Source: an optimization exercise on an open RTL-to-GDS flow (aim: small area). Production flows keep margins and buffers that such runs may drop.
Only simulation tests tie the RTL to the original design; equivalence was not proved.
Power is estimated from default activity; no workload was simulated.

v43:
==> flow/design.v <==
module address_mem_encoder  #(
        parameter int unsigned output_width = 5,
        parameter int unsigned input_width  = 32
    )(
        input   logic                       clock, reset, we, clear,
        input   logic [input_width-1:0]     addr_in,
        output  logic [output_width-1:0]    addr_out,
        output  logic                       not_selected, address_conflict, free_space
    );
    localparam int unsigned N  = 2**output_width;
    localparam int unsigned SW = output_width;
    logic                       init;
    logic [SW-1:0]              start_ptr, end_ptr;
    logic [N-1:0]               used;
    logic [input_width-1:0]     data[N-1:0];
    logic [N-1:0]               sel, head, wsel, csel;
    logic                       do_write, do_clear;
    genvar i;
    generate
        for (i = 0; i < N; i = i + 1) begin : g_cmp
            assign sel[i]  = used[i] & (addr_in == data[i]);
            assign head[i] = ~used[i] & (data[i][SW-1:0] == start_ptr);
        end
    endgenerate
    logic [N-1:0] any_l [output_width:0];
    logic [N-1:0] mul_l [output_width:0];
    assign any_l[0] = sel;
    assign mul_l[0] = '0;
    genvar l, k;
    generate
        for (l = 0; l < output_width; l = l + 1) begin : g_lvl
            for (k = 0; k < (N >> (l+1)); k = k + 1) begin : g_node
                assign any_l[l+1][k] = any_l[l][2*k] | any_l[l][2*k+1];
                assign mul_l[l+1][k] = mul_l[l][2*k] | mul_l[l][2*k+1] |
                                       (any_l[l][2*k] & any_l[l][2*k+1]);
            end
            for (k = (N >> (l+1)); k < N; k = k + 1) begin : g_pad
                assign any_l[l+1][k] = 1'b0;
                assign mul_l[l+1][k] = 1'b0;
            end
        end
    endgenerate
    always_comb begin
        addr_out = '0;
        for (int j = 0; j < N; j = j + 1)
            if (sel[j]) addr_out = addr_out | j[output_width-1:0];
    end
    assign not_selected     = ~any_l[output_width][0];
    assign address_conflict = mul_l[output_width][0];
    assign free_space       = ~&used;
    assign do_write = we & ~init & free_space;
    assign do_clear = clear & ~init & ~do_write & ~not_selected & ~address_conflict;
    assign wsel     = head & {N{we & ~init}};
    assign csel     = sel  & {N{do_clear}};
    always_ff @(posedge clock)
        if (reset) begin
            init      <= 1'b1;
            start_ptr <= '0;
            end_ptr   <= '0;
        end else begin
            if (init) begin
                init    <= ~&end_ptr;
                end_ptr <= end_ptr + 1'b1;
            end else if (do_clear)
                end_ptr <= end_ptr + 1'b1;
            if (do_write)
                start_ptr <= start_ptr + 1'b1;
        end
    always_ff @(posedge clock)
        used <= reset ? '0 : ((used | wsel) & ~csel);
    logic [SW-1:0] lo_bus, lo_bus0, lo_bus1;
    logic [N-1:0]  lo_keep, lo_load;
    assign lo_bus  = do_write ? addr_in[SW-1:0] : end_ptr;
    assign lo_bus0 = lo_bus & {SW{~reset}};
    assign lo_bus1 = lo_bus | {SW{reset}};
    assign lo_load = wsel | csel | {N{reset}};
    assign lo_keep = ~{N{reset}} & ~(used & csel) & ~(~used & wsel);
    generate
        for (i = 0; i < N; i = i + 1) begin : g_data
            logic [SW-1:0] bus;
            for (k = 0; k < SW; k = k + 1) begin : g_bit
                assign bus[k] = ((i >> k) & 1) ? lo_bus1[k] : lo_bus0[k];
            end
            always_ff @(posedge clock)
                data[i][input_width-1:SW] <=
                    (data[i][input_width-1:SW] & {(input_width-SW){used[i]}}) |
                    (addr_in[input_width-1:SW] & {(input_width-SW){wsel[i]}});
            always_ff @(posedge clock)
                data[i][SW-1:0] <= (data[i][SW-1:0] & {SW{lo_keep[i]}}) |
                                   (bus & {SW{lo_load[i]}});
        end
    endgenerate
endmodule
clock: 5.5 ns
lec_check: 0
cap_margin: 0
core_margin: 2
core_utilization: 68
place_density: 0.85
setup_slack_margin: 0.05
slew_margin: 0
standard.sh (not shown) runs the stock make flow with config.mk's settings and CLKGATE_MAP_FILE= SYNTH_SCRIPT=/design/flow/synth_recipe.tcl, a recipe that flattens the netlist after the stock synthesis.
==> flow/flow/run.sh <==
#!/bin/bash
set -euo pipefail
bash standard.sh \
  "CTS_ARGS=-sink_clustering_enable -repair_clock_nets -dont_use_dummy_load -sink_clustering_size 24 -sink_clustering_max_diameter 80" \
  "BUFFER_PORTS_ARGS=-buffer_cell sky130_fd_sc_hd__buf_2" \
  finish > flow_make.log 2>&1
v43 | stages: all done | timing, DRC, antenna: all pass
Here is what was changed in the inputs of v27 compared with v43.
- changing CORE_UTILIZATION from 68 to 70
- setting CTS_CLUSTER_DIAMETER to 80 for the first time
- setting CTS_CLUSTER_SIZE to 24 for the first time
==> flow/run.sh (new file) <==
#!/bin/bash
# synth_recipe.tcl (not shown) runs the flow's synth.tcl, then flattens the netlist and writes it again
# the make line also repeats each setting of config.mk as NAME=value (left out here)
make -C /OpenROAD-flow-scripts/flow DESIGN_CONFIG=/design/flow/config.mk WORK_HOME=/design/flow/orfs CLKGATE_MAP_FILE= SYNTH_SCRIPT=/design/flow/synth_recipe.tcl finish
removed: flow/flow/run.sh
removed: flow/standard.sh
### Flow results
v43 → v27: placed standard-cell area now larger, end-of-flow core utilization now larger, critical path depth now larger. v43 vs v27, library cell contributing the largest single delay on the critical path: buf_4 vs clkdlybuf4s50_1.
Here is what was changed in the inputs of v1 compared with v27.
- a deleted CTS_CLUSTER_DIAMETER that had been 80
- a deleted CTS_CLUSTER_SIZE that had been 24
Notes after the runs:
| number of global-route vias before repair | v1 vs v27 | 3.3% higher |
Routed metal-1 wire length is higher on v1
Looking at group with the largest share of power, the the clock network result is from v1; the sequential cells one comes from v27.
Sort v1 and v27 by met1 track utilization from global routing, ascending, and v27 comes first.
Diff v27 -> v1 | global-route track usage on met3 | increase of 1.6 points
Final cycle utilization of the critical path: v1 vs v27 down 0.29 points
v1 vs. v27: final core area utilization grew by 3.4 points; clock latency reported for the late side of the worst-skew pair up 0.03 ns; switching component of the power rose by about 19%; final cell count rose by 132.
Modified inputs, v52 compared to v1
- putting CTS_CLUSTER_DIAMETER at 100 where nothing was set
- putting CTS_CLUSTER_SIZE at 30 where nothing was set
## What came out
v1 → v52: total power -about 25%, post-route fraction of the period consumed by the critical path shows an increase of 0.29 points, worst hold slack went up by 0.0057 ns, core utilization saw a decrease.


address_mem_encoder, a different RTL version from the one above (not shown whole).
For scale: ~4100 cells after synthesis, roughly 1100 flip-flops, about 0.046 mm² of cells after synthesis.
==> flow/config.mk <==
export PLATFORM = sky130hd
export DESIGN_NAME = address_mem_encoder
export DESIGN_NICKNAME = address_mem_encoder
export VERILOG_FILES = /design/flow/design.v
export SDC_FILE = /design/flow/constraint.sdc
export NUM_CORES = 4
export LEC_CHECK = 0
export CAP_MARGIN = 0
export CORE_MARGIN = 2
export CORE_UTILIZATION = 68
export PLACE_DENSITY = 0.85
export SETUP_SLACK_MARGIN = 0.15
export SLEW_MARGIN = 0
export SYNTH_HIERARCHICAL = 1
export SYNTH_MINIMUM_KEEP_SIZE = 0
==> flow/constraint.sdc <==
create_clock -name core_clock -period 5.5 [get_ports {clock}]
set_input_delay 1.1000 -clock core_clock [delete_from_list [all_inputs] [get_ports {clock}]]
set_output_delay 1.1000 -clock core_clock [all_outputs]
set_load 0.01 [all_outputs]
==> flow/flow/run.sh <==
#!/bin/bash
set -euo pipefail
bash standard.sh \
  "ABC_LOAD_IN_FF=1" \
  "CTS_ARGS=-sink_clustering_enable -repair_clock_nets -dont_use_dummy_load -sink_clustering_size 24 -sink_clustering_max_diameter 80" \
  "BUFFER_PORTS_ARGS=-buffer_cell sky130_fd_sc_hd__buf_2" \
  finish > flow_make.log 2>&1
Edit:
--- a/flow/config.mk
+++ b/flow/config.mk
@@ -9,4 +9,4 @@
 export CORE_MARGIN = 2
-export CORE_UTILIZATION = 68
-export PLACE_DENSITY = 0.85
+export CORE_UTILIZATION = 76
+export PLACE_DENSITY = 0.9
 export SETUP_SLACK_MARGIN = 0.15
Total power is about the same.
Design area falls slightly.
Final cell count decreases by a few percent.
Combinational power stays flat.
Clock power barely changes.
Critical path depth went up by 1.
Sequential power is about the same.
Utilization came out higher by 8.2 points.
Routed wire length grows by a few percent.
Sequential cell count does not change.
Sequential share of layout area rose by 0.16 points.
Edit:
==> flow/flow/run.sh (replaced) <==
#!/bin/bash
set -euo pipefail
bash standard.sh \
  "ABC_LOAD_IN_FF=1" \
  "BUFFER_PORTS_ARGS=-buffer_cell sky130_fd_sc_hd__buf_2" \
  "PRE_RESIZE_TCL=$PWD/flow/upsize_inputs.tcl" \
  "CTS_ARGS=-sink_clustering_enable -repair_clock_nets -dont_use_dummy_load -sink_clustering_size 24 -sink_clustering_max_diameter 80" \
  finish > flow_make.log 2>&1
==> flow/flow/upsize_inputs.tcl (new file) <==
# Before repair_design: give each addr_in port buffer (which drives a lookup
# bit of every slot) a stronger cell, so that it drives the net alone.
foreach port [get_ports addr_in*] {
  set net [get_nets -of_objects $port]
  foreach pin [get_pins -of_objects $net -filter "direction == input"] {
    set inst [get_cells -of_objects $pin]
    if {[get_property $inst ref_name] eq "sky130_fd_sc_hd__buf_2"} {
      replace_cell $inst sky130_fd_sc_hd__buf_8
    }
  }
}
--- a/flow/config.mk
+++ b/flow/config.mk
@@ -9,4 +9,5 @@
 export CORE_MARGIN = 2
-export CORE_UTILIZATION = 76
-export PLACE_DENSITY = 0.9
+export CORE_UTILIZATION = 68
+export GPL_TIMING_DRIVEN = 0
+export PLACE_DENSITY = 0.85
 export SETUP_SLACK_MARGIN = 0.15
The new run failed in placement repair (3_4_place_resized), error STA-0100.
Area after synthesis does not change.
Synthesized cell count does not change.
Edit:
==> flow/flow/upsize_inputs.tcl (replaced) <==
# Before repair_design: give each addr_in port buffer (which drives a lookup
# bit of every slot) a stronger cell, so that it drives the net alone.
foreach bterm [[ord::get_db_block] getBTerms] {
  if {![string match {addr_in*} [$bterm getName]]} { continue }
  foreach iterm [[$bterm getNet] getITerms] {
    set inst [$iterm getInst]
    if {[[$inst getMaster] getName] eq "sky130_fd_sc_hd__buf_2"} {
      replace_cell [get_cells [$inst getName]] sky130_fd_sc_hd__buf_8
    }
  }
}
This time the run completed without violations. Area after synthesis is unchanged. Synthesized cell count is unchanged.


address_mem_encoder again, from the RTL that the note above started with.
clock: 5.5 ns
lec_check: 0
cap_margin: 0
core_margin: 2
core_utilization: 68
gpl_timing_driven: 0
place_density: 0.85
setup_slack_margin: 0.15
slew_margin: 0
synth_hierarchical: 1
synth_minimum_keep_size: 0
==> flow/flow/run.sh <==
#!/bin/bash
set -euo pipefail
bash standard.sh \
  "ABC_LOAD_IN_FF=1" \
  "CTS_ARGS=-sink_clustering_enable -repair_clock_nets -dont_use_dummy_load -sink_clustering_size 24 -sink_clustering_max_diameter 80" \
  "BUFFER_PORTS_ARGS=-buffer_cell sky130_fd_sc_hd__buf_2" \
  finish > flow_make.log 2>&1
Next try:
==> flow/flow/run.sh (replaced) <==
#!/bin/bash
set -euo pipefail
bash standard.sh \
  "ABC_LOAD_IN_FF=1" \
  "CTS_ARGS=-sink_clustering_enable -repair_clock_nets -dont_use_dummy_load -sink_clustering_size 16 -sink_clustering_max_diameter 60 -buf_list sky130_fd_sc_hd__clkbuf_8" \
  "BUFFER_PORTS_ARGS=-buffer_cell sky130_fd_sc_hd__buf_2" \
  finish > flow_make.log 2>&1
Effect: Fmax goes down by 1.4%; worst setup slack degrades by 0.077 ns; hold slack hardly moves; count of clock-buffer cells in the layout goes up by 28.


Another version of the RTL of address_mem_encoder (not shown whole).
Size in the first run: about 1200 flip-flops, roughly 0.053 sq mm of cells after synthesis.
Settings: LEC_CHECK=0, CAP_MARGIN=0, CORE_MARGIN=2, CORE_UTILIZATION=65, CTS_BUF_LIST=sky130_fd_sc_hd__clkbuf_4, PLACE_DENSITY=0.8, SETUP_SLACK_MARGIN=0.05, SLEW_MARGIN=0; clock period 5.5 ns.
run.sh (not shown) runs the stock make flow with config.mk's settings and CLKGATE_MAP_FILE= SYNTH_SCRIPT=/design/flow/synth_recipe.tcl, a recipe that flattens the netlist after the stock synthesis.
Stock flow here: none of the scripts above is used.
Edit:
==> flow/config.mk (replaced) <==
export PLATFORM = sky130hd
export DESIGN_NAME = address_mem_encoder
export DESIGN_NICKNAME = address_mem_encoder
export VERILOG_FILES = /design/flow/design.v
export SDC_FILE = /design/flow/constraint.sdc
export NUM_CORES = 4
export LEC_CHECK = 0
export CAP_MARGIN = 20
export CORE_MARGIN = 2
export CORE_UTILIZATION = 45
export PLACE_DENSITY = 0.6
export SETUP_SLACK_MARGIN = 0.15
export SLEW_MARGIN = 20
After rerunning:
- The new run went through all stages and came out clean
- clock-buffer cell count fell by 275
- synthesized area does not change
- sequential power hardly moves
- worst setup slack improves by 0.14 ns
- first-iteration DRC count fell by 24%
- sequential share of layout area fell by 1.6 points

## afterwards: timing with drivers on the ports
How much do the figures lean on ideal ports? The routed layouts below were timed once more, with nothing changed but the port constraints.
Step 1, drivers: a clkbuf_16 drives clock and a buf_2 each remaining input, both assumed.
Step 2 times the ports against the registers' clock, not the clock port: input delays grow and output delays shrink by t, the midpoint of the rising clock arrivals with the driver on.
Three values: ideal, step 1, step 2; two values: the first two.
| run | shift t [ns] | slack for setup (ns) | worst setup path after step 2 |
|---|---|---|---|
| v43 | 0.704 | 0.272 / 0.245 / 0.245 | input to output |
| v27 | 0.717 | 0.126 / 0.098 / 0.098 | input to output |
| v1 | 0.740 | 0.142 / 0.106 / 0.106 | input to output |
| v52 | 0.712 | 0.126 / 0.097 / 0.097 | input to output |
| the first run of note 2 | 0.697 | 0.343 / 0.317 / 0.022 | input to register |
| the second run of note 2 | 0.699 | 0.265 / 0.244 / -0.142 | input to register |
| the fourth run of note 2 | 0.691 | 0.266 / 0.187 / -0.384 | input to register |
| the first run of note 3 | 0.699 | 0.241 / 0.154 / -0.428 | input to register |
| the second run of note 3 | 0.741 | 0.164 / 0.107 / -0.463 | input to register |
| the first run of note 4 | 1.244 | 0.065 / 0.000 / 0.157 | input to output |
| the second run of note 4 | 0.826 | 0.203 / 0.175 / 0.175 | input to output |
Met with ideal ports but missed after step 2: setup timing in the second run of note 2, the fourth run of note 2, the first run of note 3 and the second run of note 3. For the first run of note 3, which loses most, drivers alone change the setup slack by -0.087 ns; drivers and shift together by -0.669 ns.
